Source: an optimization exercise on an open RTL-to-GDS flow (aim: small area, a short achievable clock period and few clock cycles per item). Production flows keep margins and buffers that such runs may drop.
At most, simulation tests tie the RTL to the original design; equivalence was not proved.
Power and IR drop assume default switching activity.

rev 12:
==> flow/design.v <==
module rr_pick #(parameter n = 4) (
  input [n-1:0] req,
  input [n-1:0] prio,
  output logic [n-1:0] gnt
);
  integer k, d, j;
  logic path, clear;
  always_comb begin
    for (k = 0; k < n; k = k + 1) begin
      path = 1'b0;
      for (d = 0; d < n; d = d + 1) begin
        clear = prio[(k + n - d) % n];
        for (j = 1; j <= d; j = j + 1)
          clear = clear & ~req[(k + n - j) % n];
        path = path | clear;
      end
      gnt[k] = req[k] & path;
    end
  end
endmodule
module out_fifo #(parameter bits = 32) (
  input clk,
  input rst,
  input [2:0] ctr,
  input [6:0] ct1h,            
  input [bits-1:0] d0, d1, d2, d3,   
  input [3:0] sel,             
  input pop,
  output [bits-1:0] dout,
  output reg pndng,
  output can_push_nxt          
);
  reg [bits-1:0] hd;           
  reg [bits-1:0] r [6:0];
  reg [6:0] v;                 
  reg [6:0] h;                 
  reg [2:0] oq [6:0];          
  reg [2:0] ow, orp;           
  reg [6:0] nph;               
  reg [2:0] cnt;               
  integer k;
  function automatic [2:0] inc7(input [2:0] x);
    inc7 = (x == 3'd6) ? 3'd0 : x + 3'd1;
  endfunction
  wire push = |sel;
  wire [bits-1:0] win = (d0 & {bits{sel[0]}}) | (d1 & {bits{sel[1]}}) |
                        (d2 & {bits{sel[2]}}) | (d3 & {bits{sel[3]}});
  wire do_pop = pop & pndng;
  wire adv = ~pndng | do_pop;            
  wire ring_any = (cnt != 3'd0);
  wire from_ring = adv & ring_any;
  wire to_ring = push;
  logic [bits-1:0] rd;
  always_comb begin
    rd = {bits{1'b0}};
    for (k = 0; k < 7; k = k + 1)
      rd = rd | (r[k] & {bits{h[k]}});
  end
  assign dout = hd;
  always @(posedge clk) begin
    if (from_ring) hd <= rd;
    r[0] <= to_ring ? win : r[6];
    for (k = 1; k < 7; k = k + 1) r[k] <= r[k-1];
  end
  logic [6:0] nxt_pos;
  integer c;
  always_comb
    for (k = 0; k < 7; k = k + 1) begin
      nxt_pos[k] = 1'b0;
      for (c = 0; c < 7; c = c + 1)
        nxt_pos[k] = nxt_pos[k] | (ct1h[c] & nph[(c + 7 - k) % 7]);
    end
  wire [2:0] orp2 = inc7(inc7(orp));
  always @(posedge clk)
    if (to_ring) oq[ow] <= ctr;
  wire new_old = to_ring & ((cnt == 3'd0) | ((cnt == 3'd1) & from_ring));
  wire [6:0] vp = v & ~(h & {7{from_ring}});
  assign can_push_nxt = ~vp[5];
  always @(posedge clk) begin
    if (new_old) h <= 7'd1;
    else if (from_ring) h <= nxt_pos;
    else h <= {h[5:0], h[6]};
    if (from_ring) nph <= (cnt >= 3'd3) ? 7'd1 << oq[orp2] : ct1h;
    else if (cnt < 3'd2) nph <= ct1h;
  end
  always @(posedge clk or posedge rst) begin
    if (rst) begin
      v <= 7'd0;
      ow <= 3'd0;
      orp <= 3'd0;
      cnt <= 3'd0;
      pndng <= 1'b0;
    end else begin
      v <= {vp[5:0], to_ring | vp[6]};
      if (to_ring) ow <= inc7(ow);
      if (from_ring) orp <= inc7(orp);
      cnt <= cnt + {2'd0, to_ring} - {2'd0, from_ring};
      pndng <= (pndng & ~do_pop) | ring_any;
    end
  end
endmodule
module router_bus_gnrtr #(parameter pck_sz = 40, parameter num_ntrfs=4, parameter broadcast = {8{1'b1}}, parameter fifo_depth=8,parameter id_c = 2,parameter id_r = 2,parameter columns= 4, parameter rows = 4)(
  input clk,
  input reset,
  input [num_ntrfs*pck_sz-1:0] data_out_i_in,
  input [num_ntrfs-1:0] pndng_i_in,
  input [num_ntrfs-1:0] pop,
  output [num_ntrfs-1:0] popin,
  output [num_ntrfs-1:0] pndng,
  output [num_ntrfs*pck_sz-1:0] data_out
);
  localparam pb = pck_sz - 8;     
  reg [pb-1:0] sd [0:3];    
  reg [3:0] sq [0:3];       
  reg [3:0] gr [0:3];       
  reg [3:0] nacc;           
  reg [3:0] lv;             
  reg [3:0] prio [0:3];     
  reg [2:0] ctr;            
  reg [6:0] ct1h;           
  logic [3:0] take;
  logic [3:0] sq_n [0:3];
  logic [3:0] req_n [0:3];   
  logic [3:0] gr_n [0:3];
  logic [3:0] room_n;        
  always @(posedge clk or posedge reset)
    if (reset) begin
      ctr <= 3'd0;
      ct1h <= 7'd1;
    end else begin
      ctr <= (ctr == 3'd6) ? 3'd0 : ctr + 3'd1;
      ct1h <= {ct1h[5:0], ct1h[6]};
    end
  genvar i, o;
  generate
    for (i = 0; i < 4; i = i + 1) begin : _in_
      wire [3:0] r = data_out_i_in[i*pck_sz + pb - 1 -: 4];
      wire [3:0] c = data_out_i_in[i*pck_sz + pb - 5 -: 4];
      wire m = data_out_i_in[i*pck_sz + pb - 9];
      wire rlt = r < id_r, rgt = r > id_r, clt = c < id_c, cgt = c > id_c;
      wire [3:0] fd;    
      assign fd[0] = m ? rlt : (!clt & !cgt & rlt);
      assign fd[2] = m ? rgt : (!clt & !cgt & rgt);
      assign fd[3] = m ? (!rlt & !rgt & clt) : clt;
      assign fd[1] = m ? (!rlt & !rgt & cgt) : cgt;
      assign take[i] = pndng_i_in[i] & ~nacc[i];
      assign popin[i] = take[i];
      always_comb begin
        if (take[i]) sq_n[i] = fd;
        else if (lv[i]) sq_n[i] = 4'd0;
        else sq_n[i] = sq[i];
      end
      always @(posedge clk)
        if (~nacc[i]) sd[i] <= data_out_i_in[i*pck_sz +: pb];
      wire lv_n = gr_n[0][i] | gr_n[1][i] | gr_n[2][i] | gr_n[3][i];
      always @(posedge clk or posedge reset)
        if (reset) begin
          sq[i] <= 4'd0;
          nacc[i] <= 1'b0;
          lv[i] <= 1'b0;
        end else begin
          sq[i] <= sq_n[i];
          nacc[i] <= (sq_n[i] != 4'd0) & ~lv_n;
          lv[i] <= lv_n;
        end
    end
    for (o = 0; o < 4; o = o + 1) begin : _out_
      wire can_push_nxt;
      assign room_n[o] = can_push_nxt;
      always_comb begin
        for (int j = 0; j < 4; j = j + 1)
          req_n[o][j] = sq_n[j][o] & room_n[o];
      end
      rr_pick #(.n(4)) arb (.req(req_n[o]), .prio(prio[o]), .gnt(gr_n[o]));
      always @(posedge clk or posedge reset)
        if (reset) begin
          gr[o] <= 4'd0;
          prio[o] <= 4'd1;
        end else begin
          gr[o] <= gr_n[o];
          if (|gr_n[o]) prio[o] <= {gr_n[o][2:0], gr_n[o][3]};
        end
      if (o == 0) begin : _o0_
        logic [pb-4:0] dq;
        out_fifo #(.bits(pb-3)) fifo_out (
          .clk(clk), .rst(reset), .ctr(ctr), .ct1h(ct1h), .can_push_nxt(can_push_nxt),
          .d0({sd[0][pb-4], sd[0][pb-5:0]}), .d1({sd[1][pb-4], sd[1][pb-5:0]}),
          .d2({sd[2][pb-4], sd[2][pb-5:0]}), .d3({sd[3][pb-4], sd[3][pb-5:0]}), .sel(gr[o]), .pop(pop[o]),
          .dout(dq), .pndng(pndng[o])
        );
        assign data_out[o*pck_sz +: pb] = {3'b000, dq};
      end else if (o == 3) begin : _o3_
        logic [pb-4:0] dq;
        out_fifo #(.bits(pb-3)) fifo_out (
          .clk(clk), .rst(reset), .ctr(ctr), .ct1h(ct1h), .can_push_nxt(can_push_nxt),
          .d0({sd[0][pb-1 -: 4], sd[0][pb-8:0]}), .d1({sd[1][pb-1 -: 4], sd[1][pb-8:0]}),
          .d2({sd[2][pb-1 -: 4], sd[2][pb-8:0]}), .d3({sd[3][pb-1 -: 4], sd[3][pb-8:0]}), .sel(gr[o]), .pop(pop[o]),
          .dout(dq), .pndng(pndng[o])
        );
        assign data_out[o*pck_sz +: pb] = {dq[pb-4 -: 4], 3'b000, dq[pb-8:0]};
      end else begin : _o12_
        out_fifo #(.bits(pb)) fifo_out (
          .clk(clk), .rst(reset), .ctr(ctr), .ct1h(ct1h), .can_push_nxt(can_push_nxt),
          .d0(sd[0]), .d1(sd[1]), .d2(sd[2]), .d3(sd[3]), .sel(gr[o]), .pop(pop[o]),
          .dout(data_out[o*pck_sz +: pb]), .pndng(pndng[o])
        );
      end
      assign data_out[o*pck_sz + pb +: 8] = 8'(o);
    end
  endgenerate
endmodule
==> flow/config.mk <==
export PLATFORM = sky130hd
export DESIGN_NAME = router_bus_gnrtr
export DESIGN_NICKNAME = router_bus_gnrtr
export VERILOG_FILES = /design/flow/design.v
export SDC_FILE = /design/flow/constraint.sdc
export NUM_CORES = 4
export LEC_CHECK = 0
export CAP_MARGIN = 20
export CORE_MARGIN = 2
export CORE_UTILIZATION = 45
export CTS_CLUSTER_DIAMETER = 80
export CTS_CLUSTER_SIZE = 20
export SETUP_SLACK_MARGIN = 2.65
export SLEW_MARGIN = 20
==> flow/constraint.sdc <==
create_clock -name core_clock -period 5.0 [get_ports {clk}]
set_input_delay 1.0000 -clock core_clock [delete_from_list [all_inputs] [get_ports {clk}]]
set_output_delay 1.0000 -clock core_clock [all_outputs]
set_load 0.01 [all_outputs]
standard.sh (not shown) runs the stock make flow with config.mk's settings and CLKGATE_MAP_FILE= SYNTH_SCRIPT=/design/flow/synth_recipe.tcl, a recipe that flattens the netlist after the stock synthesis.
==> flow/flow/run.sh <==
#!/bin/bash
set -euo pipefail
export BUFFER_PORTS_ARGS="-buffer_cell sky130_fd_sc_hd__buf_2"
bash standard.sh > flow_make.log 2>&1
Testbench counts of rev 12, summed over its fixed seeds: cycles 1,898, packets 4,800.
The inputs of rev 13 differ from those of rev 12 as listed below.
--- a/flow/design.v
+++ b/flow/design.v
@@ -25,6 +25,7 @@
   input [6:0] ct1h,            
   input [bits-1:0] d0, d1, d2, d3,   
   input [3:0] sel,             
+  input push,                  
   input pop,
   output [bits-1:0] dout,
   output reg pndng,
@@ -42,7 +43,6 @@
   function automatic [2:0] inc7(input [2:0] x);
     inc7 = (x == 3'd6) ? 3'd0 : x + 3'd1;
   endfunction
-  wire push = |sel;
   wire [bits-1:0] win = (d0 & {bits{sel[0]}}) | (d1 & {bits{sel[1]}}) |
                         (d2 & {bits{sel[2]}}) | (d3 & {bits{sel[3]}});
   wire do_pop = pop & pndng;
@@ -113,7 +113,9 @@
   reg [pb-1:0] sd [0:3];    
   reg [3:0] sq [0:3];       
   reg [3:0] gr [0:3];       
+  reg [3:0] psh;            
   reg [3:0] nacc;           
+  reg [3:0] sld;            
   reg [3:0] lv;             
   reg [3:0] prio [0:3];     
   reg [2:0] ctr;            
@@ -151,16 +153,18 @@
         else sq_n[i] = sq[i];
       end
       always @(posedge clk)
-        if (~nacc[i]) sd[i] <= data_out_i_in[i*pck_sz +: pb];
+        if (sld[i]) sd[i] <= data_out_i_in[i*pck_sz +: pb];
       wire lv_n = gr_n[0][i] | gr_n[1][i] | gr_n[2][i] | gr_n[3][i];
       always @(posedge clk or posedge reset)
         if (reset) begin
           sq[i] <= 4'd0;
           nacc[i] <= 1'b0;
+          sld[i] <= 1'b1;
           lv[i] <= 1'b0;
         end else begin
           sq[i] <= sq_n[i];
           nacc[i] <= (sq_n[i] != 4'd0) & ~lv_n;
+          sld[i] <= (sq_n[i] == 4'd0) | lv_n;
           lv[i] <= lv_n;
         end
     end
@@ -175,9 +179,11 @@
       always @(posedge clk or posedge reset)
         if (reset) begin
           gr[o] <= 4'd0;
+          psh[o] <= 1'b0;
           prio[o] <= 4'd1;
         end else begin
           gr[o] <= gr_n[o];
+          psh[o] <= |gr_n[o];
           if (|gr_n[o]) prio[o] <= {gr_n[o][2:0], gr_n[o][3]};
         end
       if (o == 0) begin : _o0_
@@ -185,7 +191,7 @@
         out_fifo #(.bits(pb-3)) fifo_out (
           .clk(clk), .rst(reset), .ctr(ctr), .ct1h(ct1h), .can_push_nxt(can_push_nxt),
           .d0({sd[0][pb-4], sd[0][pb-5:0]}), .d1({sd[1][pb-4], sd[1][pb-5:0]}),
-          .d2({sd[2][pb-4], sd[2][pb-5:0]}), .d3({sd[3][pb-4], sd[3][pb-5:0]}), .sel(gr[o]), .pop(pop[o]),
+          .d2({sd[2][pb-4], sd[2][pb-5:0]}), .d3({sd[3][pb-4], sd[3][pb-5:0]}), .sel(gr[o]), .push(psh[o]), .pop(pop[o]),
           .dout(dq), .pndng(pndng[o])
         );
         assign data_out[o*pck_sz +: pb] = {3'b000, dq};
@@ -194,14 +200,14 @@
         out_fifo #(.bits(pb-3)) fifo_out (
           .clk(clk), .rst(reset), .ctr(ctr), .ct1h(ct1h), .can_push_nxt(can_push_nxt),
           .d0({sd[0][pb-1 -: 4], sd[0][pb-8:0]}), .d1({sd[1][pb-1 -: 4], sd[1][pb-8:0]}),
-          .d2({sd[2][pb-1 -: 4], sd[2][pb-8:0]}), .d3({sd[3][pb-1 -: 4], sd[3][pb-8:0]}), .sel(gr[o]), .pop(pop[o]),
+          .d2({sd[2][pb-1 -: 4], sd[2][pb-8:0]}), .d3({sd[3][pb-1 -: 4], sd[3][pb-8:0]}), .sel(gr[o]), .push(psh[o]), .pop(pop[o]),
           .dout(dq), .pndng(pndng[o])
         );
         assign data_out[o*pck_sz +: pb] = {dq[pb-4 -: 4], 3'b000, dq[pb-8:0]};
       end else begin : _o12_
         out_fifo #(.bits(pb)) fifo_out (
           .clk(clk), .rst(reset), .ctr(ctr), .ct1h(ct1h), .can_push_nxt(can_push_nxt),
-          .d0(sd[0]), .d1(sd[1]), .d2(sd[2]), .d3(sd[3]), .sel(gr[o]), .pop(pop[o]),
+          .d0(sd[0]), .d1(sd[1]), .d2(sd[2]), .d3(sd[3]), .sel(gr[o]), .push(psh[o]), .pop(pop[o]),
           .dout(data_out[o*pck_sz +: pb]), .pndng(pndng[o])
         );
       end
## What came out
Rev 13 went all the way through synthesis, placement and routing and the layout is clean on timing, DRC and antenna. Rev 13 ended up with a lower power consumption than rev 12 did. | power share of the clock group | lower: rev 12 |. Relative to rev 12, internal power has decreased by 310 uW in rev 13. In rev 13 relative to rev 12, global-route wire length before repair had gone up slightly. Max freq rev 12 -> rev 13: degraded. Going from rev 12 to rev 13, depth of the worst register-to-register path shrinks by 1. Any difference in initial cell density of the core between rev 13 and rev 12 is small enough to ignore. Share of power burned in combinational logic, rev 13 and rev 12: lower on rev 13. Relative to rev 12, global-route usage has increased by 0.22 points in rev 13.
Only the layout flow was run in rev 13; the RTL was not checked for function there.

[static timing again, ports no longer ideal]
The results above use ideal ports. As a check the final layouts listed here were re-extracted and re-timed, cells and wires unchanged. Step 1 sets driving cells, clkbuf_16 on the clock port and buf_2 on the other inputs (assumed; they add their load-dependent delay and slew). Step 2 times the ports against the registers' clock, not the clock port: input delays grow and output delays shrink by t, the midpoint of the rising clock arrivals with the driver on. Three values: ideal, step 1, step 2; two values: the first two.
run | shift t [ns] | slack for setup (ns) | latest minus earliest clock arrival (ns) | cell pins on the clock port's net
rev 12 | 0.735 | 2.545 / 2.474 / 1.906 | 0.022 / 0.022 | 1
rev 13 | 0.740 | 2.362 / 2.407 / 1.666 | 0.033 / 0.033 | 1
After both steps setup and hold are still met in every run listed. The setup slack of rev 13, which loses most, moves by +0.045 ns with the drivers and by -0.696 ns with both steps.
